Context: an optimization exercise on an open-source flow, tuned for small area, a short achievable clock period and few clock cycles. The choices shown serve that exercise and are no tape-out recipe.

==> flow/design.v (excerpt) <==
module brv32p_muldiv (
  input  logic        clk,
  input  logic        rst_n,
  input  logic        start,
  input  logic        hold,        
  input  logic [2:0]  op,          
  input  logic [31:0] a,           
  input  logic [31:0] b,           
  output logic [31:0] result,
  output logic        busy,
  output logic        valid        
);
  localparam logic [2:0] MD_MUL    = 3'b000;
  localparam logic [2:0] MD_MULH   = 3'b001;
  localparam logic [2:0] MD_MULHSU = 3'b010;
  localparam logic [2:0] MD_MULHU  = 3'b011;
  localparam logic [2:0] MD_DIV    = 3'b100;
  localparam logic [2:0] MD_DIVU   = 3'b101;
  localparam logic [2:0] MD_REM    = 3'b110;
  localparam logic [2:0] MD_REMU   = 3'b111;
  logic        mul_sa, mul_sb;
  logic [32:0] mx;                             
  logic [34:0] my;                             
  assign mul_sa = (op[1:0] == 2'b01) || (op[1:0] == 2'b10);
  assign mul_sb = (op[1:0] == 2'b01);
  assign mx = {mul_sa & a[31], a};
  assign my = {{2{mul_sb & b[31]}}, b, 1'b0};
  logic [63:0] prod;
  logic [16:0] bneg, bone, btwo;
  logic pp0_0, pp0_1, pp0_2, pp0_3, pp0_4, pp0_5, pp0_6, pp0_7, pp0_8, pp0_9, pp0_10, pp0_11, pp0_12, pp0_13, pp0_14, pp0_15;
  logic pp0_16, pp0_17, pp0_18, pp0_19, pp0_20, pp0_21, pp0_22, pp0_23, pp0_24, pp0_25, pp0_26, pp0_27, pp0_28, pp0_29, pp0_30, pp0_31;
  logic pp0_32, pp0_33, pp1_0, pp1_1, pp1_2, pp1_3, pp1_4, pp1_5, pp1_6, pp1_7, pp1_8, pp1_9, pp1_10, pp1_11, pp1_12, pp1_13;
  logic pp1_14, pp1_15, pp1_16, pp1_17, pp1_18, pp1_19, pp1_20, pp1_21, pp1_22, pp1_23, pp1_24, pp1_25, pp1_26, pp1_27, pp1_28, pp1_29;
  logic pp1_30, pp1_31, pp1_32, pp1_33, pp2_0, pp2_1, pp2_2, pp2_3, pp2_4, pp2_5, pp2_6, pp2_7, pp2_8, pp2_9, pp2_10, pp2_11;
  ...
clock: 16.0 ns
lec_check: 0
cap_margin: 20
core_margin: 2
core_utilization: 45
place_density: 0.6
setup_slack_margin: 3
slew_margin: 20
standard.sh (not shown) runs the stock make flow with config.mk's settings and CLKGATE_MAP_FILE= SYNTH_SCRIPT=/design/flow/synth_recipe.tcl, a recipe that flattens the netlist after the stock synthesis.
==> flow/flow/run.sh <==
#!/bin/bash
# Own flow: the standard layout, except that the synthesis maps the logic
# with an area-oriented ABC script (flow/abc_area.script) in place of ORFS's
# speed script. Everything else, registers included, is the standard synthesis:
# the same synth_recipe.tcl and ORFS synth.tcl, with only the abc call's script
# swapped. Timing is then repaired by the standard placement and CTS steps.
set -euo pipefail
W=$(pwd)
FLOWDIR=$(cd "$(dirname "${BASH_SOURCE[0]}")" && pwd)

# ORFS synth.tcl with the abc script replaced
sed "s#log_cmd abc {\*}\$abc_args#log_cmd abc {*}[lreplace \$abc_args 0 1 -script $FLOWDIR/abc_area.script]#" \
  "$FLOW_HOME/scripts/synth.tcl" > "$W/own_synth_body.tcl"
grep -q "abc_area.script" "$W/own_synth_body.tcl"
sed "s#source \$::env(SCRIPTS_DIR)/synth.tcl#source $W/own_synth_body.tcl#" \
  "$W/synth_recipe.tcl" > "$W/own_synth.tcl"
grep -q "own_synth_body.tcl" "$W/own_synth.tcl"

# standard.sh with the synthesis script swapped, for the synthesis step only
sed "s#SYNTH_SCRIPT=[^ ]*#SYNTH_SCRIPT=$W/own_synth.tcl#" "$W/standard.sh" > "$W/own_standard.sh"
grep -q "own_synth.tcl" "$W/own_standard.sh"

bash "$W/own_standard.sh" synth > "$W/synth_make.log" 2>&1
bash "$W/standard.sh" finish > "$W/finish_make.log" 2>&1
test -f "$W/out/final.def"
==> flow/flow/abc_area.script <==
strash
dch
map -a
topo
stime -c
The first run finished with timing, DRC and antenna clean.
Rerun with:
==> flow/run.sh (new file) <==
#!/bin/bash
# synth_recipe.tcl (not shown) runs the flow's synth.tcl, then flattens the netlist and writes it again
# the make line also repeats each setting of config.mk as NAME=value (left out here)
make -C /OpenROAD-flow-scripts/flow DESIGN_CONFIG=/design/flow/config.mk WORK_HOME=/design/flow/orfs CLKGATE_MAP_FILE= SYNTH_SCRIPT=/design/flow/synth_recipe.tcl finish
--- a/flow/config.mk
+++ b/flow/config.mk
@@ -11,3 +11,3 @@
 export PLACE_DENSITY = 0.6
-export SETUP_SLACK_MARGIN = 3
+export SETUP_SLACK_MARGIN = 2
 export SLEW_MARGIN = 20
removed: flow/flow/run.sh
removed: flow/flow/abc_area.script
removed: flow/standard.sh
Result:
- design area came out lower by 5.1%
- worst setup slack got worse by 0.63 ns
- area after synthesis grows by 11%
- clock-buffer cell count grows by 1
- worst hold slack is better by 0.0044 ns
- maximum frequency goes down by 4.5%
- non-clock buffer count goes down by 175
Rerun with:
==> flow/flow/run.sh (new file) <==
#!/bin/bash
# Own flow: the standard layout, except that the synthesis maps the logic
# with an area-oriented ABC script (flow/abc_area.script) in place of ORFS's
# speed script. Everything else, registers included, is the standard synthesis:
# the same synth_recipe.tcl and ORFS synth.tcl, with only the abc call's script
# swapped. Timing is then repaired by the standard placement and CTS steps.
set -euo pipefail
W=$(pwd)
FLOWDIR=$(cd "$(dirname "${BASH_SOURCE[0]}")" && pwd)

# ORFS synth.tcl with the abc script replaced
sed "s#log_cmd abc {\*}\$abc_args#log_cmd abc {*}[lreplace \$abc_args 0 1 -script $FLOWDIR/abc_area.script]#" \
  "$FLOW_HOME/scripts/synth.tcl" > "$W/own_synth_body.tcl"
grep -q "abc_area.script" "$W/own_synth_body.tcl"
sed "s#source \$::env(SCRIPTS_DIR)/synth.tcl#source $W/own_synth_body.tcl#" \
  "$W/synth_recipe.tcl" > "$W/own_synth.tcl"
grep -q "own_synth_body.tcl" "$W/own_synth.tcl"

# standard.sh with the synthesis script swapped, for the synthesis step only
sed "s#SYNTH_SCRIPT=[^ ]*#SYNTH_SCRIPT=$W/own_synth.tcl#" "$W/standard.sh" > "$W/own_standard.sh"
grep -q "own_synth.tcl" "$W/own_standard.sh"

bash "$W/own_standard.sh" synth > "$W/synth_make.log" 2>&1
bash "$W/standard.sh" finish > "$W/finish_make.log" 2>&1
test -f "$W/out/final.def"
==> flow/flow/abc_area.script (new file) <==
strash
dch
map -a
topo
stime -c
==> flow/standard.sh (new file) <==
#!/bin/bash
# synth_recipe.tcl (not shown) runs the flow's synth.tcl, then flattens the netlist and writes it again
# the make line also repeats each setting of config.mk as NAME=value (left out here)
make -C /OpenROAD-flow-scripts/flow DESIGN_CONFIG=/design/flow/config.mk WORK_HOME=/design/flow/orfs CLKGATE_MAP_FILE= SYNTH_SCRIPT=/design/flow/synth_recipe.tcl "${@:-finish}"
removed: flow/run.sh
Setup slack improved by 0.037 ns.
Critical path depth went down by 2.
No run of this note included a check of the RTL's function; only the layout flow was run.

[re-timing with driven ports]
The flow's constraints put no driver on any port. The routed layouts listed below were extracted and timed again, unchanged, in two steps. Step 1 assumes that a clkbuf_16 drives the clock port and a buf_2 every other input. Step 2 moves the port delays by t, midway between the first and last clock arrival at a register: inputs arrive t later, outputs are due t later. That takes back most of the time a late clock gives input paths. Three values: ideal, step 1, step 2; two values: the first two.
run | t, ns | slack for setup (ns) | hold slack, ns | worst register clock-pin slew, ns
the first run | 0.436 | 2.652 / 2.549 / 2.549 | 0.457 / 0.457 / 0.457 | 0.10 / 0.10
the second run | 0.474 | 2.025 / 2.001 / 2.001 | 0.462 / 0.462 / 0.462 | 0.09 / 0.09
the third run | 0.435 | 2.061 / 1.998 / 1.998 | 0.465 / 0.465 / 0.465 | 0.09 / 0.09
After both steps setup and hold are still met in every run listed. The setup slack of the first run, which loses most, moves by -0.103 ns with the drivers and by -0.103 ns with both steps.
